Context: an optimization exercise on an open-source flow, tuned for small area. The choices shown serve that exercise and are no tape-out recipe. In this exercise RTL edits were held to simulation tests only and were not proved equivalent to the original. No activity file was given, so power comes from the tool's default toggle rates.

$ cat config.mk
export PLATFORM = sky130hd
export DESIGN_NAME = bomb_system
export DESIGN_NICKNAME = bomb_system
export VERILOG_FILES = /design/flow/design.v
export SDC_FILE = /design/flow/constraint.sdc
export NUM_CORES = 8
export LEC_CHECK = 0
export CAP_MARGIN = 20
export CORE_MARGIN = 2
export CORE_UTILIZATION = 40
export SLEW_MARGIN = 20
$ cat design.v
module	square_object	(	
					input		logic	clk,
					input		logic	resetN,
					input 	logic signed	[10:0] pixelX, 
					input 	logic signed	[10:0] pixelY,
					input 	logic signed	[10:0] topLeftX,  
					input 	logic	signed [10:0] topLeftY,    
					output 	logic	[10:0] offsetX, 
					output 	logic	[10:0] offsetY,
					output	logic	drawingRequest,  
					output	logic	[7:0]	 RGBout  
);
parameter  int OBJECT_WIDTH_X = 100;
parameter  int OBJECT_HEIGHT_Y = 100;
parameter  logic [7:0] OBJECT_COLOR = 8'h03 ; 
localparam logic [7:0] TRANSPARENT_ENCODING = 8'hFF ; 
int rightX ;  
int bottomY ;
logic insideBracket ; 
assign rightX	= (topLeftX + OBJECT_WIDTH_X);
assign bottomY	= (topLeftY + OBJECT_HEIGHT_Y);
assign	insideBracket  = 	 ( (pixelX  >= topLeftX) &&  (pixelX < rightX)  
						   && (pixelY  >= topLeftY) &&  (pixelY < bottomY) )  ;  
always_ff@(posedge clk or negedge resetN)
begin
	if(!resetN) begin
		RGBout			<=	8'b0;
		drawingRequest	<=	1'b0;
	end
	else begin 
	      RGBout <= TRANSPARENT_ENCODING ;  
			drawingRequest <= 1'b0 ; 
			offsetX	<= 0;  
			offsetY	<= 0;  
		if (insideBracket)  
		begin 
			RGBout  <= OBJECT_COLOR ;	 
			drawingRequest <= 1'b1 ;
			offsetX	<= (pixelX - topLeftX);  
			offsetY	<= (pixelY - topLeftY);
		end 
	end
end 
endmodule 
module bomb
	(
	input logic clk, 
	input logic resetN,   
	input logic OneSecPulse, 
	input logic startOfFrame,
	input logic drop_bomb_key,
	input logic [10:0] player_topLeftX,
	input logic [10:0] player_topLeftY,
	output logic signed 	[10:0] topLeftX,  
	output logic signed	[10:0] topLeftY,   
	output logic blast
   );
   enum logic [2:0] {s_idle, s_run, s_explode} SMbomb;
	logic [2:0] timer;
	logic bomb_flag;
	logic [10:0] player_topLeftX_MSB;
	logic [10:0] player_topLeftY_MSB;
always_ff @(posedge clk or negedge resetN)
   begin
   if ( !resetN ) begin  
		SMbomb <= s_idle;
		bomb_flag <= 0;
		timer <= 3;
		blast <= 0;
		topLeftX <= 640;
		topLeftY <= 480;
		end 
	else begin case (SMbomb)  
			s_idle: begin
				if (drop_bomb_key && !bomb_flag) begin
					topLeftX <= player_topLeftX_MSB;
					topLeftY <= player_topLeftY_MSB;
					bomb_flag <= 1;
					SMbomb <= s_run; 
				end
			end  
			s_run: begin
				if (!timer) begin
					timer <= 3;
					SMbomb <= s_explode;
					blast <= 1;
					end
				else if (OneSecPulse)
					timer <= timer - 1; 
			end  
			s_explode: begin
				blast <= 0;
				bomb_flag <= 0;
				SMbomb <= s_idle;
				topLeftX <= 640;
				topLeftY <= 480;
			end 	
			default : begin   
					SMbomb <= s_idle;  
			 end  
		endcase
		end
	end  
	assign player_topLeftX_MSB[10:5] = player_topLeftX[10:5] ; 
	assign player_topLeftY_MSB[10:5] = player_topLeftY[10:5] ;
	assign player_topLeftX_MSB[4:0] = 5'd15 ;  
	assign player_topLeftY_MSB[4:0] = 5'd16 ;  
endmodule
module blast
	(
	input logic clk, 
	input logic resetN,   
	input logic OneSecPulse, 
	input logic startOfFrame,
	input logic blast,
	input logic [10:0] bomb_topLeftX,
	input logic [10:0] bomb_topLeftY,
	output logic signed 	[10:0] topLeftX,  
	output logic signed	[10:0] topLeftY,   
	output logic explode
   );
   enum logic [2:0] {s_idle, s_explode} SMblast;
always_ff @(posedge clk or negedge resetN)
   begin
   if ( !resetN ) begin  
		SMblast <= s_idle;
		topLeftX <= 640;
		topLeftY <= 480;
		explode <= 0;
		end 
	else begin case (SMblast)  
			s_idle: begin
					topLeftX <= 640;
					topLeftY <= 480;
				if (blast) begin
					topLeftX <= bomb_topLeftX - 64;			 
					topLeftY <= bomb_topLeftY - 64;
					SMblast <= s_explode;
					explode <= 1;
				end
			end  
			s_explode: begin
				if (OneSecPulse) begin
					SMblast <= s_idle;
					topLeftX <= 640;
					topLeftY <= 480;
					explode <= 0;
				end
			end 	
			  default : begin   
					SMblast <= s_idle;  
			 end  
		endcase
		end
	end  
endmodule
module	bombBitMap	(	
					input	logic	clk,
					input	logic	resetN,
					input logic	[10:0] offsetX, 
					input logic	[10:0] offsetY,
					input	logic	InsideRectangle,  
					output	logic	drawingRequest,  
					output	logic	[7:0] RGBout   
 ) ;
localparam  int OBJECT_NUMBER_OF_Y_BITS = 5;   
localparam  int OBJECT_NUMBER_OF_X_BITS = 5;   
localparam logic [7:0] TRANSPARENT_ENCODING = 8'hff; 
logic [0:31] [0:31] [7:0] object_colors;
assign object_colors = {
	{8'hff,8'hff,8'hff,8'hff,8'hff,8'hff,8'hff,8'he0,8'hff,8'hff,8'hff,8'hff,8'hff,8'hff,8'hff,8'hff,8'hff,8'hff,8'hff,8'hff,8'hff,8'hff,8'hff,8'hff,8'hff,8'hff,8'hff,8'hff,8'hff,8'hff,8'hff,8'hff},
	{8'hff,8'hff,8'hff,8'hff,8'hff,8'he4,8'he4,8'he4,8'hff,8'hff,8'hff,8'hff,8'hff,8'hff,8'hff,8'hff,8'hff,8'hff,8'hff,8'hff,8'hff,8'hff,8'hff,8'hff,8'hff,8'hff,8'hff,8'hff,8'hff,8'hff,8'hff,8'hff},
	{8'hff,8'hff,8'hff,8'hff,8'hff,8'he4,8'hf0,8'he4,8'hed,8'hff,8'hff,8'hff,8'hff,8'hff,8'hff,8'hff,8'hff,8'hff,8'hff,8'hff,8'hff,8'hff,8'hff,8'hff,8'hff,8'hff,8'hff,8'hff,8'hff,8'hff,8'hff,8'hff},
	{8'hff,8'hff,8'hff,8'hff,8'hff,8'he4,8'hf8,8'hf8,8'hf4,8'hf0,8'hff,8'hff,8'hff,8'hff,8'hff,8'hff,8'hff,8'hff,8'hff,8'hff,8'hff,8'hff,8'hff,8'hff,8'hff,8'hff,8'hff,8'hff,8'hff,8'hff,8'hff,8'hff},
	{8'hff,8'hff,8'hff,8'hff,8'hff,8'he4,8'hf0,8'hfd,8'hfd,8'hf0,8'he4,8'hff,8'hff,8'hff,8'hff,8'hff,8'hff,8'hff,8'hff,8'hff,8'hff,8'hff,8'hff,8'hff,8'hff,8'hff,8'hff,8'hff,8'hff,8'hff,8'hff,8'hff},
	{8'hff,8'hff,8'hff,8'hff,8'hff,8'h00,8'hd1,8'hd1,8'hf8,8'he4,8'hff,8'hff,8'hff,8'hff,8'hff,8'hff,8'hff,8'hff,8'hff,8'hff,8'hff,8'hff,8'hff,8'hff,8'hff,8'hff,8'hff,8'hff,8'hff,8'hff,8'hff,8'hff},
	{8'hff,8'hff,8'hff,8'hff,8'h00,8'hd1,8'h8c,8'h00,8'he0,8'hff,8'hff,8'hff,8'hff,8'hff,8'hff,8'hff,8'hff,8'hff,8'hff,8'hff,8'hff,8'hff,8'hff,8'hff,8'hff,8'hff,8'hff,8'hff,8'hff,8'hff,8'hff,8'hff},
	{8'hff,8'hff,8'hff,8'hff,8'h00,8'h8c,8'hff,8'hff,8'hff,8'hff,8'hff,8'hff,8'h00,8'h00,8'h00,8'hff,8'hff,8'hff,8'hff,8'hff,8'hff,8'hff,8'hff,8'hff,8'hff,8'hff,8'hff,8'hff,8'hff,8'hff,8'hff,8'hff},
	{8'hff,8'hff,8'hff,8'hff,8'h8c,8'h8c,8'hda,8'hff,8'hff,8'hff,8'h00,8'hed,8'he4,8'he4,8'hed,8'h00,8'hff,8'hff,8'hff,8'hff,8'hff,8'hff,8'hff,8'hff,8'hff,8'hff,8'hff,8'hff,8'hff,8'hff,8'hff,8'hff},
	{8'hff,8'hff,8'hff,8'hff,8'h00,8'hac,8'h00,8'hed,8'hed,8'h00,8'he4,8'hc4,8'hc4,8'hed,8'hc4,8'hc4,8'h00,8'hff,8'hff,8'hff,8'hff,8'hff,8'hff,8'hff,8'hff,8'hff,8'hff,8'hff,8'hff,8'hff,8'hff,8'hff},
	{8'hff,8'hff,8'hff,8'hff,8'hff,8'hd5,8'h8c,8'h00,8'hed,8'hed,8'hed,8'hed,8'hc4,8'he4,8'he4,8'hc4,8'hc4,8'h00,8'hff,8'hff,8'hff,8'hff,8'hff,8'hff,8'hff,8'hff,8'hff,8'hff,8'hff,8'hff,8'hff,8'hff},
	{8'hff,8'hff,8'hff,8'hff,8'hed,8'hc4,8'hb1,8'h8c,8'h00,8'h00,8'hed,8'hf1,8'h00,8'hc4,8'he4,8'he4,8'hc4,8'hc4,8'h00,8'hff,8'hff,8'hff,8'hff,8'hff,8'hff,8'hff,8'hff,8'hff,8'hff,8'hff,8'hff,8'hff},
	{8'hff,8'hff,8'hff,8'hff,8'h00,8'h20,8'hc4,8'h00,8'hd1,8'h00,8'he4,8'hf1,8'hc4,8'h00,8'hc4,8'he4,8'he4,8'hc4,8'hc4,8'h00,8'hff,8'hff,8'hff,8'hff,8'hff,8'hff,8'hff,8'hff,8'hff,8'hff,8'hff,8'hff},
	{8'hff,8'hff,8'h00,8'h00,8'he4,8'hed,8'h00,8'hed,8'h00,8'he4,8'hf1,8'hc4,8'hc4,8'hc4,8'h00,8'hc4,8'he4,8'he4,8'he4,8'hc4,8'h00,8'h00,8'h24,8'hff,8'hff,8'hff,8'hff,8'hff,8'hff,8'hff,8'hff,8'hff},
	{8'hff,8'h00,8'hed,8'hc4,8'hc4,8'hf1,8'hf1,8'he4,8'hf1,8'hc4,8'he4,8'he4,8'he4,8'hc4,8'hc4,8'h00,8'hc4,8'he4,8'he4,8'he4,8'h64,8'hac,8'h00,8'h00,8'hff,8'hff,8'hff,8'hff,8'hff,8'hff,8'hff,8'hff},
	{8'h00,8'hf1,8'he4,8'hc4,8'hc4,8'hc4,8'h00,8'he4,8'hf1,8'hf1,8'he4,8'he4,8'he4,8'he4,8'hc4,8'hc4,8'h00,8'hc4,8'hc0,8'h00,8'hac,8'h64,8'h8c,8'h00,8'hff,8'hff,8'hff,8'hff,8'hff,8'hff,8'hff,8'hff},
	{8'hff,8'h00,8'hc4,8'hc4,8'he4,8'he4,8'hc4,8'h00,8'he4,8'hf1,8'hf1,8'he4,8'he4,8'he4,8'he4,8'hc4,8'hc4,8'h00,8'h20,8'h84,8'h00,8'h84,8'hac,8'h80,8'h00,8'hff,8'hff,8'hff,8'hff,8'hff,8'hff,8'hff},
	{8'hff,8'hff,8'h00,8'he4,8'hf1,8'hed,8'he4,8'hc4,8'h00,8'he4,8'hed,8'hf1,8'hed,8'he4,8'he4,8'he4,8'hc4,8'h00,8'hac,8'h00,8'h84,8'hac,8'hc0,8'hc0,8'hc4,8'h00,8'hff,8'hff,8'hff,8'hff,8'hff,8'hff},
	{8'hff,8'hff,8'hff,8'h00,8'he4,8'hed,8'hf1,8'he4,8'hc4,8'h00,8'he4,8'he4,8'hf1,8'hf1,8'he4,8'h00,8'h8c,8'hd1,8'h20,8'h84,8'hb0,8'h00,8'he4,8'he4,8'hc4,8'hc4,8'h00,8'hff,8'hff,8'hff,8'hff,8'hff},
	{8'hff,8'hff,8'hff,8'hff,8'h00,8'he4,8'he4,8'hf1,8'he4,8'hc4,8'h00,8'he4,8'he4,8'hf1,8'h00,8'hd1,8'h8c,8'h00,8'hd1,8'h84,8'h00,8'h00,8'hc4,8'he4,8'he4,8'hc4,8'hc4,8'h00,8'hff,8'hff,8'hff,8'hff},
	{8'hff,8'hff,8'hff,8'hff,8'hff,8'h00,8'hc0,8'he4,8'hf1,8'he4,8'hc4,8'h00,8'h00,8'hd1,8'h8c,8'h00,8'hd1,8'h8c,8'h00,8'he4,8'hc4,8'hc4,8'h00,8'hc4,8'he4,8'he4,8'hc4,8'hc4,8'h00,8'hff,8'hff,8'hff},
	{8'hff,8'hff,8'hff,8'hff,8'hff,8'hff,8'h00,8'h00,8'h00,8'h00,8'h00,8'hd1,8'hd1,8'h8c,8'h00,8'h8c,8'h8c,8'h00,8'he4,8'he4,8'he4,8'hc4,8'hc4,8'h00,8'hc4,8'he4,8'he4,8'he4,8'hc4,8'h00,8'hff,8'hff},
	{8'hff,8'hff,8'hff,8'hff,8'hff,8'hff,8'h00,8'hd1,8'h8c,8'hd1,8'h8c,8'h00,8'hd1,8'h8c,8'hb0,8'h00,8'hf1,8'hf1,8'he4,8'he4,8'he4,8'he4,8'hc4,8'hc4,8'h00,8'hc4,8'he4,8'he4,8'he4,8'hc4,8'h00,8'hff},
	{8'hff,8'hff,8'hff,8'hff,8'hff,8'hff,8'hff,8'h00,8'h00,8'hd1,8'hb0,8'h8c,8'h00,8'h00,8'hc4,8'h00,8'he4,8'hf1,8'hf1,8'he4,8'he4,8'he4,8'he4,8'hc4,8'hc4,8'h00,8'hc4,8'he4,8'he4,8'he4,8'hc4,8'hff},
	{8'hff,8'hff,8'hff,8'hff,8'hff,8'hff,8'hff,8'hff,8'h00,8'h00,8'h00,8'he4,8'hf1,8'he4,8'he4,8'hc4,8'h00,8'he4,8'hf1,8'hf1,8'he4,8'he4,8'he4,8'he4,8'hc4,8'hc4,8'h00,8'hc4,8'hc4,8'hc4,8'h00,8'hff},
	{8'hff,8'hff,8'hff,8'hff,8'hff,8'hff,8'hff,8'hff,8'hff,8'hff,8'hff,8'h00,8'he4,8'hf1,8'hed,8'he4,8'hc4,8'h00,8'he4,8'hf1,8'hf1,8'he4,8'he4,8'he4,8'he4,8'hc4,8'hc4,8'h00,8'h00,8'h24,8'hff,8'hff},
	{8'hff,8'hff,8'hff,8'hff,8'hff,8'hff,8'hff,8'hff,8'hff,8'hff,8'hff,8'hff,8'h00,8'he4,8'hf1,8'hf1,8'he4,8'hc4,8'h00,8'he4,8'hed,8'hf1,8'hed,8'he4,8'he4,8'he4,8'hc4,8'hc4,8'ha0,8'hff,8'hff,8'hff},
	{8'hff,8'hff,8'hff,8'hff,8'hff,8'hff,8'hff,8'hff,8'hff,8'hff,8'hff,8'hff,8'hff,8'h00,8'he4,8'he4,8'hf1,8'he4,8'hc4,8'h00,8'he4,8'he4,8'hf1,8'hf1,8'he4,8'he4,8'he4,8'hc4,8'h00,8'hff,8'hff,8'hff},
	{8'hff,8'hff,8'hff,8'hff,8'hff,8'hff,8'hff,8'hff,8'hff,8'hff,8'hff,8'hff,8'hff,8'hff,8'h00,8'he4,8'he4,8'hf1,8'he4,8'hc4,8'h80,8'h60,8'he4,8'hf1,8'hf1,8'he4,8'h60,8'h00,8'hff,8'hff,8'hff,8'hff},
	{8'hff,8'hff,8'hff,8'hff,8'hff,8'hff,8'hff,8'hff,8'hff,8'hff,8'hff,8'hff,8'hff,8'hff,8'hff,8'h00,8'h20,8'he4,8'hf1,8'he4,8'hc4,8'hc4,8'h00,8'he4,8'he4,8'h00,8'hff,8'hff,8'hff,8'hff,8'hff,8'hff},
	{8'hff,8'hff,8'hff,8'hff,8'hff,8'hff,8'hff,8'hff,8'hff,8'hff,8'hff,8'hff,8'hff,8'hff,8'hff,8'hff,8'h24,8'h00,8'he4,8'hed,8'h00,8'h00,8'hff,8'h00,8'h00,8'hff,8'hff,8'hff,8'hff,8'hff,8'hff,8'hff},
	{8'hff,8'hff,8'hff,8'hff,8'hff,8'hff,8'hff,8'hff,8'hff,8'hff,8'hff,8'hff,8'hff,8'hff,8'hff,8'hff,8'hff,8'hff,8'h00,8'h00,8'hff,8'hff,8'hff,8'hff,8'hff,8'hff,8'hff,8'hff,8'hff,8'hff,8'hff,8'hff}};
always_ff@(posedge clk or negedge resetN)
begin
	if(!resetN) begin
		RGBout <=	8'h00;
	end
	else begin
		RGBout <= TRANSPARENT_ENCODING ;  
		if (InsideRectangle == 1'b1 ) 
		begin  
			RGBout <= object_colors[offsetY][offsetX];
		end  	
	end
end
assign drawingRequest = (RGBout != TRANSPARENT_ENCODING ) ? 1'b1 : 1'b0 ;  
endmodule
module	blastMatrixBitMap	(	
					input	logic	clk,
					input	logic	resetN,
					input logic	[10:0] offsetX, 
					input logic	[10:0] offsetY,
					input	logic	InsideRectangle,  
					input logic [2:0] blast_num,
					input logic blast,
					output	logic	drawingRequest,  
					output	logic	[7:0] RGBout   
 ) ;
localparam logic [7:0] TRANSPARENT_ENCODING = 8'hFF ; 
localparam  int TILE_NUMBER_OF_X_BITS = 5;   
localparam  int TILE_NUMBER_OF_Y_BITS = 5;   
localparam  int MAZE_NUMBER_OF__X_BITS = 4;   
localparam  int MAZE_NUMBER_OF__Y_BITS = 3;   
localparam  int TILE_WIDTH_X = 1 << TILE_NUMBER_OF_X_BITS ;
localparam  int TILE_HEIGHT_Y = 1 <<  TILE_NUMBER_OF_Y_BITS ;
localparam  int MAZE_WIDTH_X = 1 << MAZE_NUMBER_OF__X_BITS ;
localparam  int MAZE_HEIGHT_Y = 1 << MAZE_NUMBER_OF__Y_BITS ;
 logic [10:0] offsetX_LSB  ;
 logic [10:0] offsetY_LSB  ; 
 logic [10:0] offsetX_MSB ;
 logic [10:0] offsetY_MSB  ;
 logic [2:0] blast_num_D;
 assign offsetX_LSB  = offsetX[(TILE_NUMBER_OF_X_BITS-1):0] ;  
 assign offsetY_LSB  = offsetY[(TILE_NUMBER_OF_Y_BITS-1):0] ;  
 assign offsetX_MSB  = offsetX[(TILE_NUMBER_OF_X_BITS + MAZE_NUMBER_OF__X_BITS -1 ):TILE_NUMBER_OF_X_BITS] ;  
 assign offsetY_MSB  = offsetY[(TILE_NUMBER_OF_Y_BITS + MAZE_NUMBER_OF__Y_BITS -1 ):TILE_NUMBER_OF_Y_BITS] ;  
logic [0:2] [0:4] [0:4] [1:0] MazeBitMapMask;
logic [149:0] MazeBitMapMask_flat;       
logic [7:0]   MazeBitMapMask_index;      
assign MazeBitMapMask_flat  = MazeBitMapMask;
assign MazeBitMapMask_index = blast_num_D * 8'd25 + offsetY_MSB[7:0] * 8'd5 + offsetX_MSB[7:0];
localparam logic [149:0] MazeDefaultBitMapMask = {
	{{2'b0, 2'b0, 2'b0, 2'b0, 2'b0},
	  {2'b0, 2'b0, 2'b1, 2'b0, 2'b0},
	  {2'b0, 2'b1, 2'b1, 2'b1, 2'b0},			 
	  {2'b0, 2'b0, 2'b1, 2'b0, 2'b0},
	  {2'b0, 2'b0, 2'b0, 2'b0, 2'b0}},
	{{2'b0, 2'b0, 2'b0, 2'b0, 2'b0},
	  {2'b0, 2'b0, 2'b1, 2'b0, 2'b0},
	  {2'b0, 2'b0, 2'b1, 2'b0, 2'b0},			 
	  {2'b0, 2'b0, 2'b1, 2'b0, 2'b0},
	  {2'b0, 2'b0, 2'b0, 2'b0, 2'b0}},
	{{2'b0, 2'b0, 2'b0, 2'b0, 2'b0},
	  {2'b0, 2'b0, 2'b0, 2'b0, 2'b0},
	  {2'b0, 2'b1, 2'b1, 2'b1, 2'b0},			 
	  {2'b0, 2'b0, 2'b0, 2'b0, 2'b0},
	  {2'b0, 2'b0, 2'b0, 2'b0, 2'b0}}};
logic [0:TILE_HEIGHT_Y-1] [0:TILE_WIDTH_X-1] [7:0] object_colors;
assign object_colors = {
	{8'hFF,8'hFF,8'hFF,8'hFF,8'hFF,8'hFF,8'hFF,8'hFF,8'hFF,8'hFF,8'hFF,8'hFF,8'hFF,8'hFF,8'hFF,8'hFF,8'hFF,8'hFF,8'hFF,8'hFF,8'hFF,8'hFF,8'hFF,8'hFF,8'hFF,8'hFF,8'hFF,8'hFF,8'hFF,8'hFF,8'hFF,8'hFF},
	{8'hFF,8'hFF,8'hFF,8'hFF,8'hFF,8'hFF,8'hFF,8'hFF,8'hFF,8'hFF,8'hFF,8'hFF,8'hFF,8'hFF,8'hFF,8'h64,8'h64,8'hFF,8'hFF,8'hFF,8'hFF,8'hFF,8'hFF,8'hFF,8'hFF,8'hFF,8'hFF,8'hFF,8'hFF,8'hFF,8'hFF,8'hFF},
	{8'hFF,8'hFF,8'hFF,8'hFF,8'hFF,8'hFF,8'hFF,8'hFF,8'hFF,8'hFF,8'hFF,8'hFF,8'hFF,8'hFF,8'hFF,8'hac,8'hac,8'hFF,8'hFF,8'hFF,8'hFF,8'hFF,8'hFF,8'hFF,8'hFF,8'hFF,8'hFF,8'hFF,8'hFF,8'hFF,8'hFF,8'hFF},
	{8'hFF,8'hFF,8'hFF,8'hFF,8'hFF,8'hFF,8'hFF,8'hFF,8'hFF,8'hFF,8'hc4,8'hFF,8'hFF,8'h84,8'hFF,8'h64,8'h64,8'hFF,8'hFF,8'hFF,8'hFF,8'hFF,8'hFF,8'hFF,8'hFF,8'hFF,8'hFF,8'hFF,8'hFF,8'hFF,8'hFF,8'hFF},
	{8'hFF,8'hFF,8'hFF,8'hFF,8'hFF,8'hFF,8'hFF,8'hFF,8'hFF,8'hFF,8'he4,8'he4,8'ha0,8'hFF,8'h64,8'hFF,8'h84,8'hFF,8'he4,8'hFF,8'hFF,8'h64,8'hFF,8'hFF,8'hFF,8'hFF,8'hFF,8'hFF,8'hFF,8'hFF,8'hFF,8'hFF},
	{8'hFF,8'hFF,8'hFF,8'hFF,8'hFF,8'hFF,8'h64,8'hFF,8'hFF,8'hFF,8'he4,8'hf4,8'he4,8'he4,8'hac,8'hac,8'h64,8'h64,8'he4,8'hf4,8'hac,8'hFF,8'hFF,8'hFF,8'hFF,8'h64,8'hFF,8'hFF,8'hFF,8'hFF,8'hFF,8'hFF},
	{8'hFF,8'hFF,8'hFF,8'hFF,8'hFF,8'h20,8'hac,8'h64,8'hac,8'hFF,8'hFF,8'hf4,8'hf8,8'hf4,8'hf4,8'h64,8'he4,8'he4,8'hf4,8'hfd,8'h64,8'hFF,8'hFF,8'hac,8'h64,8'hac,8'h8c,8'hFF,8'hFF,8'hFF,8'hFF,8'hFF},
	{8'hFF,8'hFF,8'hFF,8'hFF,8'hFF,8'hFF,8'hac,8'h64,8'h84,8'h64,8'h64,8'hac,8'hfe,8'hf8,8'hf0,8'he4,8'he4,8'he4,8'hf4,8'hfd,8'hac,8'h64,8'h64,8'h64,8'h64,8'hac,8'hFF,8'hFF,8'hFF,8'hFF,8'hFF,8'hFF},
	{8'hFF,8'hFF,8'hFF,8'hFF,8'hFF,8'hFF,8'hac,8'h8c,8'hac,8'h64,8'he4,8'hf0,8'hfd,8'hf4,8'hfd,8'hf4,8'he4,8'hfc,8'hfd,8'hf0,8'he4,8'he4,8'h64,8'h64,8'hac,8'hac,8'hFF,8'hFF,8'hFF,8'hFF,8'hFF,8'hFF},
	{8'hFF,8'he4,8'hFF,8'hFF,8'hFF,8'hFF,8'hFF,8'h64,8'h64,8'hac,8'hac,8'he4,8'he4,8'hf4,8'hfd,8'hfd,8'hf4,8'hfd,8'hf0,8'hf4,8'he4,8'hac,8'h64,8'hac,8'h64,8'hFF,8'hFF,8'hFF,8'hFF,8'hFF,8'hFF,8'hFF},
	{8'hFF,8'hFF,8'hf4,8'he4,8'hec,8'h64,8'h84,8'h64,8'he4,8'h84,8'h64,8'he4,8'hf4,8'hfd,8'hfd,8'hfd,8'hfe,8'he4,8'hfc,8'hf4,8'h64,8'hac,8'he4,8'he4,8'h64,8'hFF,8'he4,8'he4,8'hFF,8'hFF,8'hFF,8'hFF},
	{8'hFF,8'hFF,8'hFF,8'hFF,8'hFF,8'hf4,8'he4,8'hf4,8'ha4,8'hf4,8'h64,8'h64,8'hfd,8'he4,8'hf8,8'hf0,8'hf8,8'hec,8'hf4,8'hfd,8'h64,8'he4,8'he4,8'hf0,8'hf4,8'hfd,8'hec,8'hFF,8'hFF,8'hFF,8'hFF,8'hFF},
	{8'hFF,8'hFF,8'hFF,8'hFF,8'he4,8'hf4,8'hf4,8'hfe,8'hfe,8'hf4,8'hf4,8'hfd,8'hf4,8'he4,8'hec,8'hf4,8'hec,8'hfc,8'hfd,8'hf8,8'hfd,8'he4,8'h64,8'hfe,8'hfe,8'hf8,8'ha4,8'he4,8'hFF,8'hFF,8'hFF,8'hFF},
	{8'hFF,8'hFF,8'hFF,8'h64,8'h64,8'h64,8'he4,8'hf4,8'hfd,8'hf4,8'hf4,8'hf4,8'hfe,8'hfc,8'hfd,8'hfc,8'hfc,8'hfc,8'hfc,8'he4,8'he4,8'hfd,8'hf8,8'hf0,8'hfc,8'he4,8'he4,8'hFF,8'h84,8'hFF,8'hFF,8'hFF},
	{8'hFF,8'hFF,8'hFF,8'hFF,8'hFF,8'h84,8'h64,8'he4,8'hec,8'hfc,8'he4,8'hf4,8'hfc,8'hf4,8'hfe,8'hfd,8'hfd,8'hfd,8'hfd,8'hf0,8'hf8,8'hfe,8'hfe,8'hfe,8'he4,8'he4,8'h64,8'h84,8'hFF,8'hFF,8'hFF,8'hFF},
	{8'hFF,8'h64,8'hac,8'h64,8'h64,8'h64,8'he4,8'he4,8'hf0,8'hf4,8'hfe,8'hfc,8'hf0,8'hfc,8'hfd,8'hfd,8'hfd,8'hfc,8'hfc,8'hf0,8'hec,8'hfc,8'hfe,8'hfc,8'he4,8'h84,8'he4,8'h64,8'h64,8'hac,8'hac,8'hFF},
	{8'hFF,8'h8c,8'hac,8'h64,8'h64,8'he4,8'h84,8'he4,8'hf0,8'hfe,8'hfc,8'hec,8'hf4,8'hfc,8'hfc,8'hfd,8'hfd,8'hfd,8'hfc,8'hf4,8'hfd,8'hfe,8'hf4,8'hf0,8'he4,8'he4,8'h64,8'h64,8'h64,8'hac,8'h8c,8'hFF},
	{8'hFF,8'hFF,8'h20,8'hFF,8'h64,8'h64,8'he4,8'he4,8'hfe,8'hfd,8'hfe,8'hf4,8'hf4,8'hfd,8'hfd,8'hfe,8'hfc,8'hfd,8'hfc,8'hfd,8'hf4,8'he4,8'hfc,8'he4,8'he4,8'h84,8'h64,8'hFF,8'hFF,8'hFF,8'hFF,8'hFF},
	{8'hFF,8'hFF,8'hFF,8'h64,8'hFF,8'he4,8'he4,8'hf8,8'hf4,8'hf8,8'hfe,8'he4,8'he4,8'hfc,8'hfc,8'hfc,8'hfc,8'hf8,8'hfc,8'hfd,8'hf4,8'hf8,8'hf8,8'hfc,8'hf4,8'hec,8'h84,8'h64,8'h64,8'hFF,8'hFF,8'hFF},
	{8'hFF,8'hFF,8'hFF,8'hFF,8'he4,8'ha4,8'hf8,8'hfd,8'hfe,8'h64,8'he4,8'hfd,8'hf8,8'hfe,8'hfc,8'hec,8'hf0,8'he4,8'he4,8'hf4,8'hfe,8'hf4,8'hf4,8'hfe,8'hfe,8'hf4,8'hf4,8'he4,8'hFF,8'hFF,8'hFF,8'hFF},
	{8'hFF,8'hFF,8'hFF,8'hFF,8'hFF,8'he4,8'hfd,8'hf4,8'hac,8'he4,8'he4,8'h64,8'hfd,8'hf4,8'hec,8'hf8,8'hf0,8'hf4,8'he4,8'hfd,8'h64,8'h64,8'hf4,8'he4,8'hf4,8'he4,8'hf4,8'hc4,8'hFF,8'hFF,8'hFF,8'hFF},
	{8'hFF,8'hFF,8'hFF,8'hFF,8'ha4,8'he4,8'hFF,8'h64,8'he4,8'he4,8'hac,8'h64,8'hf4,8'hf8,8'he4,8'hfd,8'hfd,8'hfe,8'hfe,8'hf4,8'he4,8'h64,8'hc4,8'he4,8'h64,8'h64,8'h64,8'he4,8'he4,8'hFF,8'hFF,8'hFF},
	{8'hFF,8'hFF,8'hFF,8'hFF,8'hFF,8'hFF,8'hFF,8'h64,8'h84,8'h64,8'hcc,8'he4,8'hf4,8'hf0,8'hfd,8'hf4,8'hfd,8'hfe,8'hf4,8'he4,8'he4,8'hac,8'h8c,8'h64,8'h64,8'hFF,8'hFF,8'hFF,8'hFF,8'hFF,8'ha4,8'hFF},
	{8'hFF,8'hFF,8'hFF,8'hFF,8'hFF,8'hFF,8'hac,8'hac,8'h84,8'h64,8'he4,8'he4,8'hf0,8'hfd,8'hfc,8'he4,8'hf4,8'hfe,8'hf8,8'hfd,8'hf4,8'he4,8'h84,8'h64,8'h64,8'hac,8'hFF,8'hFF,8'hFF,8'hFF,8'hFF,8'hFF},
	{8'hFF,8'hFF,8'hFF,8'hFF,8'hFF,8'hFF,8'h84,8'h64,8'hac,8'h64,8'h64,8'h8c,8'hfd,8'hf4,8'he4,8'hec,8'he4,8'he4,8'hf8,8'hfe,8'he4,8'h64,8'h64,8'h64,8'h64,8'hac,8'hFF,8'hFF,8'hFF,8'hFF,8'hFF,8'hFF},
	{8'hFF,8'hFF,8'hFF,8'hFF,8'hFF,8'h20,8'hac,8'hac,8'hac,8'hFF,8'hFF,8'h64,8'hfd,8'hf4,8'he4,8'he4,8'h64,8'hf4,8'hf4,8'hf8,8'hf4,8'hFF,8'hFF,8'hac,8'h84,8'h84,8'h8c,8'hFF,8'hFF,8'hFF,8'hFF,8'hFF},
	{8'hFF,8'hFF,8'hFF,8'hFF,8'hFF,8'hFF,8'h64,8'hFF,8'hFF,8'hFF,8'hFF,8'h84,8'hf4,8'he4,8'h64,8'h64,8'hac,8'h84,8'he4,8'he4,8'hf8,8'hc4,8'hFF,8'hFF,8'hFF,8'h8c,8'h20,8'hFF,8'hFF,8'hFF,8'hFF,8'hFF},
	{8'hFF,8'hFF,8'hFF,8'hFF,8'hFF,8'hFF,8'hFF,8'hFF,8'hFF,8'hFF,8'h64,8'hFF,8'hFF,8'he4,8'hFF,8'h84,8'hFF,8'h64,8'hFF,8'he4,8'he4,8'he4,8'hFF,8'hFF,8'hFF,8'hFF,8'hFF,8'hFF,8'hFF,8'hFF,8'hFF,8'hFF},
	{8'hFF,8'hFF,8'hFF,8'hFF,8'hFF,8'hFF,8'hFF,8'hFF,8'hFF,8'hFF,8'hFF,8'hFF,8'hFF,8'hFF,8'hFF,8'h64,8'h84,8'hFF,8'h64,8'hFF,8'hFF,8'ha4,8'hFF,8'hFF,8'hFF,8'hFF,8'hFF,8'hFF,8'hFF,8'hFF,8'hFF,8'hFF},
	{8'hFF,8'hFF,8'hFF,8'hFF,8'hFF,8'hFF,8'hFF,8'hFF,8'hFF,8'hFF,8'hFF,8'hFF,8'hFF,8'hFF,8'hFF,8'hac,8'hac,8'hFF,8'hFF,8'hFF,8'hFF,8'hFF,8'hFF,8'hFF,8'hFF,8'hFF,8'hFF,8'hFF,8'hFF,8'hFF,8'hFF,8'hFF},
	{8'hFF,8'hFF,8'hFF,8'hFF,8'hFF,8'hFF,8'hFF,8'hFF,8'hFF,8'hFF,8'hFF,8'hFF,8'hFF,8'hFF,8'hFF,8'h64,8'h84,8'hFF,8'hFF,8'hFF,8'hFF,8'hFF,8'h60,8'hFF,8'hFF,8'hFF,8'hFF,8'hFF,8'hFF,8'hFF,8'hFF,8'hFF},
	{8'hFF,8'hFF,8'hFF,8'hFF,8'hFF,8'hFF,8'hFF,8'hFF,8'hFF,8'hFF,8'hFF,8'hFF,8'hFF,8'hFF,8'hFF,8'hFF,8'hFF,8'hFF,8'hFF,8'hFF,8'hFF,8'hFF,8'hFF,8'hFF,8'hFF,8'hFF,8'hFF,8'hFF,8'hFF,8'hFF,8'hFF,8'hFF}};
always_ff@(posedge clk or negedge resetN)
begin
	if(!resetN) begin
		RGBout <=	8'h00;
		MazeBitMapMask  <=  MazeDefaultBitMapMask ;   
		blast_num_D <= 0;
	end
	else begin
		RGBout <= TRANSPARENT_ENCODING ;  
		if (!blast)
			blast_num_D <= blast_num;		 
		if (InsideRectangle == 1'b1 )	
			begin 
		   	case (MazeBitMapMask_flat[149 - 2*MazeBitMapMask_index -: 2])
					 1'b0 : RGBout <= TRANSPARENT_ENCODING ;
					 1'b1 : RGBout <= object_colors[offsetY_LSB][offsetX_LSB];  
				default:  RGBout <= TRANSPARENT_ENCODING ; 
				endcase
			end 
	end 
end
assign drawingRequest = (RGBout != TRANSPARENT_ENCODING ) ? 1'b1 : 1'b0 ;  
endmodule
module Bomb_Block_T (
    input  logic        clk,
    input  logic        resetN,
    input  logic [10:0] pixelX,
    input  logic [10:0] pixelY,
    input  logic        drop_bomb_key,
    input  logic        OneSecPulse,
    input  logic        startOfFrame,
    input  logic [10:0] player_topLeftX,
    input  logic [10:0] player_topLeftY,
    input  logic [2:0]  blast_num,
    output logic [7:0]  bombRGB,
    output logic        bombDR,
    output logic        blastDR,
    output logic [7:0]  blastRGB,
    output logic        blast,
    output logic        explode
);
logic [10:0] bomb_topLeftX;
logic [10:0] bomb_topLeftY;
logic [10:0] blast_topLeftX;
logic [10:0] blast_topLeftY;
logic [10:0] bomb_offsetX;
logic [10:0] bomb_offsetY;
logic        bomb_inside;
logic [7:0]  bomb_sq_RGB;
logic [10:0] blast_offsetX;
logic [10:0] blast_offsetY;
logic        blast_inside;
logic [7:0]  blast_sq_RGB;
bomb inst (
    .clk(clk),
    .resetN(resetN),
    .OneSecPulse(OneSecPulse),
    .startOfFrame(startOfFrame),
    .drop_bomb_key(drop_bomb_key),
    .player_topLeftX(player_topLeftX),
    .player_topLeftY(player_topLeftY),
    .topLeftX(bomb_topLeftX),
    .topLeftY(bomb_topLeftY),
    .blast(blast)
);
square_object #(
    .OBJECT_WIDTH_X(32),
    .OBJECT_HEIGHT_Y(32),
    .OBJECT_COLOR(8'b11111100)
) inst6 (
    .clk(clk),
    .resetN(resetN),
    .pixelX(pixelX),
    .pixelY(pixelY),
    .topLeftX(bomb_topLeftX),
    .topLeftY(bomb_topLeftY),
    .offsetX(bomb_offsetX),
    .offsetY(bomb_offsetY),
    .drawingRequest(bomb_inside),
    .RGBout(bomb_sq_RGB)
);
bombBitMap inst1 (
    .clk(clk),
    .resetN(resetN),
    .offsetX(bomb_offsetX),
    .offsetY(bomb_offsetY),
    .InsideRectangle(bomb_inside),
    .drawingRequest(bombDR),
    .RGBout(bombRGB)
);
blast inst4 (
    .clk(clk),
    .resetN(resetN),
    .OneSecPulse(OneSecPulse),
    .startOfFrame(startOfFrame),
    .blast(blast),
    .bomb_topLeftX(bomb_topLeftX),
    .bomb_topLeftY(bomb_topLeftY),
    .topLeftX(blast_topLeftX),
    .topLeftY(blast_topLeftY),
    .explode(explode)
);
square_object #(
    .OBJECT_WIDTH_X(160),
    .OBJECT_HEIGHT_Y(160),
    .OBJECT_COLOR(8'b11111100)
) inst7 (
    .clk(clk),
    .resetN(resetN),
    .pixelX(pixelX),
    .pixelY(pixelY),
    .topLeftX(blast_topLeftX),
    .topLeftY(blast_topLeftY),
    .offsetX(blast_offsetX),
    .offsetY(blast_offsetY),
    .drawingRequest(blast_inside),
    .RGBout(blast_sq_RGB)
);
blastMatrixBitMap inst10 (
    .clk(clk),
    .resetN(resetN),
    .offsetX(blast_offsetX),
    .offsetY(blast_offsetY),
    .InsideRectangle(blast_inside),
    .blast_num(blast_num),
    .blast(explode),
    .drawingRequest(blastDR),
    .RGBout(blastRGB)
);
endmodule
module bomb_system (
    input logic clk,
    input logic resetN,
    input logic OneSecPulse,
    input logic startOfFrame,
    input logic drop_bomb_key,
    input logic [10:0] player_topLeftX,
    input logic [10:0] player_topLeftY,
    input logic [10:0] pixelX,
    input logic [10:0] pixelY,
	 input logic [2:0] blast_num,
	 input logic inc_bomb,
	 input logic score_reset,
    output logic bomb_DR,
    output logic [7:0] bomb_RGB,
	 output logic blast_DR,
    output logic [7:0] blast_RGB,
    output logic blast,
	 output logic [3:0] bombs_left,
	 output logic explosion
);
logic [2:0] bomb_drop_key_array;		 
parameter  logic [3:0] starting_bombs = 4'b0001 ; 
logic flag;		 
logic [2:0] bomb_active;		 
logic [2:0] blasts_this_cycle;		 
logic bomb1_blast;  
logic bomb2_blast;  
logic bomb3_blast;
logic bomb1_DR;  
logic bomb2_DR;  
logic bomb3_DR;
logic [7:0] bomb1_RGB;  
logic [7:0] bomb2_RGB;  
logic [7:0] bomb3_RGB; 
logic blast1_DR;  
logic blast2_DR;  
logic blast3_DR;
logic [7:0] blast1_RGB;  
logic [7:0] blast2_RGB;  
logic [7:0] blast3_RGB;
logic explode1;
logic explode2;
logic explode3;
    always_ff @(posedge clk or negedge resetN) begin
        if (!resetN) begin
            bomb_drop_key_array <= 3'b000;
				bomb_active <= 3'b000;
				bombs_left <= starting_bombs;
				flag <= 0;
        end else begin
            bomb_drop_key_array <= 3'b000;
        if (drop_bomb_key && bombs_left && !flag) begin
            flag <= 1;
			if (!bomb_active[0]) begin
				bomb_drop_key_array[0] <= 1'b1;
			   bomb_active[0] <= 1'b1;
			end else if (!bomb_active[1]) begin
			   bomb_drop_key_array[1] <= 1'b1;
			   bomb_active[1] <= 1'b1;
			end else if (!bomb_active[2]) begin
			   bomb_drop_key_array[2] <= 1'b1;
			   bomb_active[2] <= 1'b1;
			end
            bombs_left <= bombs_left - 1;  	 
        end
			if (!drop_bomb_key)
				flag <= 0;
			if (bombs_left < 4'b0011 && inc_bomb)		 
				bombs_left <= bombs_left + 1;
          if (blasts_this_cycle > 0) begin		 
            if (bomb1_blast) bomb_active[0] <= 1'b0;
            if (bomb2_blast) bomb_active[1] <= 1'b0;
            if (bomb3_blast) bomb_active[2] <= 1'b0;
				bombs_left <= bombs_left + blasts_this_cycle;
          end
			 if (bombs_left > 4'b0011)
				bombs_left <= 4'b0011;
				if (score_reset) begin				 
					bomb_drop_key_array <= 3'b000;
					bomb_active <= 3'b000;
					bombs_left <= starting_bombs;
					flag <= 0;
				end 
        end
    end
    assign blasts_this_cycle = (bomb1_blast ? 3'd1 : 3'd0)
                              + (bomb2_blast ? 3'd1 : 3'd0)
                              + (bomb3_blast ? 3'd1 : 3'd0);
Bomb_Block_T Bomb_Block_T_inst1
(
	.clk(clk) ,	 
	.resetN(resetN) ,	 
	.pixelX(pixelX) ,	 
	.pixelY(pixelY) ,	 
	.drop_bomb_key(bomb_drop_key_array[0]) ,	 
	.OneSecPulse(OneSecPulse) ,	 
	.startOfFrame(startOfFrame) ,	 
	.player_topLeftX(player_topLeftX) ,	 
	.player_topLeftY(player_topLeftY) ,	 
	.blast_num(blast_num) ,	 
	.bombRGB(bomb1_RGB) ,	 
	.bombDR(bomb1_DR) ,	 
	.blastDR(blast1_DR) ,	 
	.blastRGB(blast1_RGB) ,	 
	.blast(bomb1_blast), 	 
	.explode(explode1)
);
Bomb_Block_T Bomb_Block_T_inst2
(
	.clk(clk) ,	 
	.resetN(resetN) ,	 
	.pixelX(pixelX) ,	 
	.pixelY(pixelY) ,	 
	.drop_bomb_key(bomb_drop_key_array[1]) ,	 
	.OneSecPulse(OneSecPulse) ,	 
	.startOfFrame(startOfFrame) ,	 
	.player_topLeftX(player_topLeftX) ,	 
	.player_topLeftY(player_topLeftY) ,	 
	.blast_num(blast_num) ,	 
	.bombRGB(bomb2_RGB) ,	 
	.bombDR(bomb2_DR) ,	 
	.blastDR(blast2_DR) ,	 
	.blastRGB(blast2_RGB) ,	 
	.blast(bomb2_blast), 	 
	.explode(explode2)
);
Bomb_Block_T Bomb_Block_T_inst3
(
	.clk(clk) ,	 
	.resetN(resetN) ,	 
	.pixelX(pixelX) ,	 
	.pixelY(pixelY) ,	 
	.drop_bomb_key(bomb_drop_key_array[2]) ,	 
	.OneSecPulse(OneSecPulse) ,	 
	.startOfFrame(startOfFrame) ,	 
	.player_topLeftX(player_topLeftX) ,	 
	.player_topLeftY(player_topLeftY) ,	 
	.blast_num(blast_num) ,	 
	.bombRGB(bomb3_RGB) ,	 
	.bombDR(bomb3_DR) ,	 
	.blastDR(blast3_DR) ,	 
	.blastRGB(blast3_RGB) ,	 
	.blast(bomb3_blast), 	 
	.explode(explode3)
);
always_comb begin
    if (bomb1_DR) begin
        bomb_DR = 1'b1;
        bomb_RGB = bomb1_RGB;
        blast_DR = 1'b0;
        blast_RGB = 8'h00;
    end else if (blast1_DR) begin
        bomb_DR = 1'b0;
        bomb_RGB = 8'h00;
        blast_DR = 1'b1;
        blast_RGB = blast1_RGB;
    end else if (bomb2_DR) begin
        bomb_DR = 1'b1;
        bomb_RGB = bomb2_RGB;
        blast_DR = 1'b0;
        blast_RGB = 8'h00;
    end else if (blast2_DR) begin
        bomb_DR = 1'b0;
        bomb_RGB = 8'h00;
        blast_DR = 1'b1;
        blast_RGB = blast2_RGB;
    end else if (bomb3_DR) begin
        bomb_DR = 1'b1;
        bomb_RGB = bomb3_RGB;
        blast_DR = 1'b0;
        blast_RGB = 8'h00;
    end else if (blast3_DR) begin
        bomb_DR = 1'b0;
        bomb_RGB = 8'h00;
        blast_DR = 1'b1;
        blast_RGB = blast3_RGB;
    end else begin
        bomb_DR = 1'b0;
        blast_DR = 1'b0;
        bomb_RGB = 8'h00;
        blast_RGB = 8'h00;
    end
end
    assign blast = bomb1_blast || bomb2_blast || bomb3_blast;
	 assign explosion = explode1 || explode2 || explode3 ;
endmodule
$ cat constraint.sdc
create_clock -name core_clock -period 10.0 [get_ports {clk}]
set_input_delay 2.0000 -clock core_clock [delete_from_list [all_inputs] [get_ports {clk}]]
set_output_delay 2.0000 -clock core_clock [all_outputs]
set_load 0.01 [all_outputs]
$ cat run.sh
#!/bin/bash
# synth_recipe.tcl (not shown) runs the flow's synth.tcl, then flattens the netlist and writes it again
# the make line also repeats each setting of config.mk as NAME=value (left out here)
make -C /OpenROAD-flow-scripts/flow DESIGN_CONFIG=/design/flow/config.mk WORK_HOME=/design/flow/orfs CLKGATE_MAP_FILE= SYNTH_SCRIPT=/design/flow/synth_recipe.tcl finish
==> results_dict.tcl <==
set metrics [dict create \
    status "complete, no violations" \
    final_common_cell "a21oi_1" \
    syn_avg_cell_area_um2 6.76 \
    ys_seq_elements 278 \
    holdPathStages 1 \
    synth_fa_ha_area_share_pct 10.4 \
    async_flop_share_pct 62.2 \
    crit_type "reg -> out" \
    crit_path_end_kind "output port" \
    synth-seq-area-share_pct 15.0 \
    core_area_um2 125000 \
    final-setup-viol-count 0 \
    syn-num-nets 7883 \
    route.detailed.drc 0 \
    cts_setup_buffers 0 \
    synth_compound_area_share_pct 39.8 \
    overflow 0 \
    ant_nets 0 \
    drtIter0Drc 13300 \
    hold_class "reg -> reg" \
    cts_buffers 36 \
    critPathLaunchType "flop" \
    syn_inst 7435 \
    htree_levels 2 \
    num_vias 63200 \
    ir_drop_mv 0.346 \
    grt_pass1_wl_mm 371 \
    cp.arrival_ns 3.86 \
    critical_path_required_ns 8.00 \
    fin_crit_ns 5.86 \
    die_w_um 358 \
    synthSimpleGateAreaFrac_pct 22.3 \
    hp-start "bomb_active[2]" \
    final-max-slew-violation-count 0 \
    final_util_pct 42.4 \
    synth_area_um2 50300 \
    fp.dieH_um 358 \
    synth_ff_type "dfrtp_1" \
    cts_sinks 278 \
    synth.mux.area_fraction_pct 1.52 \
    routedWlPerCell_um 28.8 \
    clock-root-buffer "clkbuf_16" \
    via_per_inst 7.26 \
    place_hpwl_mm 169 \
    synth_xor_area_share_pct 3.29 \
    cts_buffer_depth 3 \
    track_usage_pct 37.0 \
    grt_start_max_net_pins 150 \
    post-route-period-util_pct 58.6 \
    hold_viol_final 0 \
    p_per_area_nw_per_um2 253 \
    synth_top_family_by_area "compound AO/OA/AOI/OAI gates" \
    hold-path-endpoint "bomb_drop_key_array[2]" \
    clock_latency_ns 0.60 \
    finalNetCount 7476 \
    synth_cell_types 95 \
    instances_no_fill 8706 \
    ff2ff_path_depth 15 \
    grt_pass1_vias 57600 \
    reg2reg_slack_ns 4.71 \
    relSlewSlack_pct 16.8 \
    tightest_slew_ns 1.22 \
    rows 130 \
    wl_mm 251 \
    initial_core_util_pct 40.2 \
    tns_ns 0 \
    r2r-start "Bomb_Block_T_inst1.inst7.offsetY[7]" \
    drive_gt1_share_pct 5.83 \
    port_buffers 66 \
    finClkSkew_ns 0.0452 \
    routabilityCongestion 1.09 \
    rsz0062_at_grt "false" \
    area_growth_pct 5.60 \
    ys_warn_count 7 \
    max_freq_mhz 171 \
    die-area_um2 129000 \
    r2r_end "Bomb_Block_T_inst1.inst10.RGBout[3]" \
    final_cell_mix "831 x a21oi_1, 762 x o21ai_0, 721 x nor2_1, 700 x nand2_1, 351 x ha_1" \
    firstDrtPassIters 9 \
    clkTransAtPathRegs_ns 0.06 \
    critPathMaxFanout 10 \
    leakagePower_nw 19.6 \
    synth-edff-count 105 \
    ioPinCount 78 \
    cap_viol_max_count 0 \
    antenna_found_initial 12 \
    cts_tree "yes" \
    holdBufCountCts 0 \
    post_cts_resized 0 \
    fillCellCount 13100 \
    placed_cells 8640 \
]
flip-flops by register name (all words and copies together) (netlist names), 9 cells and up:
signal                            flops
Bomb_Block_T_inst1.inst7.offsetX      9
Bomb_Block_T_inst2.inst7.offsetX      9
Bomb_Block_T_inst3.inst6.offsetX     11
Bomb_Block_T_inst1.inst6.offsetX     11
Bomb_Block_T_inst3.inst7.offsetX      9
Bomb_Block_T_inst2.inst6.offsetX     11
layout make-up:
type	count	area, µm²	area share [%]
antenna	2	5.00	0.00943
clock buffer	50	1040	1.97
clock inverter	14	189	0.356
inverter	282	1060	1.99
multi-input combinational	6170	39000	73.5
sequential	278	7540	14.2
tap	1650	2060	3.89
timing repair buffer	260	2170	4.09
kinds of logic (layout without fill, tap and decap cells):
group | after synthesis | in the layout
AO/OA/AOI/OAI | 3118 | 3118
buffers and inverters | 987 | 606
other | 0 | 2
adder cells (fa/ha/maj) | 395 | 395
flip-flops | 278 | 278
XOR/XNOR | 186 | 186
multiplexers | 59 | 59
AND/OR/NAND/NOR | 2412 | 2412
through the flow:
step	hold WS, ns	area, µm²	worst slack [ns]	total power [mW]
after global routing	0.467	53100	4.15	14.3
after global placement	0.432	51800	3.97	11.5
after detailed placement	0.427	51800	3.82	11.6
after CTS	0.440	53100	4.17	13.0
final	0.446	53100	4.14	13.4
after floorplan	0.409	50300	5.41	8.47
worst max path at each step:
stage	to	cells past startpoint	startpoint	slack (ns)
after global routing	blast_RGB[5]	9	Bomb_Block_T_inst2.inst10.RGBout[7]	4.15
after CTS	blast_RGB[5]	9	Bomb_Block_T_inst2.inst10.RGBout[7]	4.17
after floorplan	Bomb_Block_T_inst3.inst6.offsetX[8]	12	pixelY[5]	5.41
after detailed placement	Bomb_Block_T_inst3.inst6.offsetX[9]	13	pixelX[1]	3.82
final	blast_RGB[6]	9	Bomb_Block_T_inst2.inst10.RGBout[7]	4.14
after global placement	Bomb_Block_T_inst3.inst6.offsetX[2]	13	pixelX[1]	3.97
power breakdown:
group / switching, mW / total (mW) / internal, mW / leakage, nW
clock network: 0.557 / 1.35 / 0.791 / 0.597
registers: 0.315 / 1.80 / 1.49 / 3.05
logic: 6.72 / 10.3 / 3.58 / 15.9
worst max-delay path: stages (launching register included):
cell and delay (ns):
dfrtp_1 0.40, nand4_1 0.09, or2_2 0.37, o21bai_1 0.20, nor2b_1 0.87, nand2_1 0.39, nor2_1 0.19, a21oi_1 0.07
nor2_1 0.12, clkdlybuf4s50_1 0.57
Yosys cell counts (41+ instances only):
library cell / number / area (µm²)
dfrtp_1: 130 / 3250
o31ai_1: 71 / 533
nand2_1: 700 / 2630
ha_1: 354 / 4430
o311ai_0: 44 / 385
nand3_1: 195 / 976
nor2b_1: 151 / 945
inv_1: 274 / 1030
edfxtp_1: 105 / 3150
xnor2_1: 129 / 1130
a2111oi_0: 41 / 359
buf_1: 122 / 458
o211ai_1: 107 / 803
nand4_1: 62 / 388
a21oi_1: 831 / 4160
a21o_1: 61 / 458
dfstp_2: 43 / 1130
xor2_1: 54 / 473
a221oi_1: 77 / 674
o22ai_1: 152 / 951
buf_2: 109 / 546
o21ai_0: 762 / 3810
nand2b_1: 124 / 776
o21a_1: 61 / 458
nor3_1: 194 / 971
a22o_1: 41 / 359
o32ai_1: 43 / 377
a31oi_1: 148 / 926
a211oi_1: 148 / 1110
o2111ai_1: 43 / 377
nor2_1: 722 / 2710
o221ai_1: 69 / 604
and2_1: 48 / 300
clkbuf_1: 469 / 1760
a22oi_1: 76 / 571
metal layers:
metal	global-route usage [%]	part of all wire (%)	vias up
li1	-	-	27100
met5	0.370	0.068	-
met1	49.7	39	29100
met2	52.4	40	5629
met3	12.0	15	1397
met4	19.2	6.8	16

afterwards: timing with drivers on the ports:
The results above use ideal ports. As a check the final layout listed here was re-extracted and re-timed, cells and wires unchanged. Step 1 assumes that a clkbuf_16 drives the clock port and a buf_2 every other input. Step 2 times the ports against the registers' clock, not the clock port: input delays grow and output delays shrink by t, the midpoint of the rising clock arrivals with the driver on. Three values: ideal, step 1, step 2; two values: the first two.
t, ns: 0.634
slack for setup (ns): 4.144 / 4.085 / 3.772
hold WS [ns]: 0.446 / 0.446 / 0.446
clock arrival spread, ns: 0.047 / 0.048
slew at the worst register clock pin (ns): 0.06 / 0.06
After both steps this run still meets setup and hold. For this run, drivers alone change the setup slack by -0.059 ns; drivers and shift together by -0.372 ns.
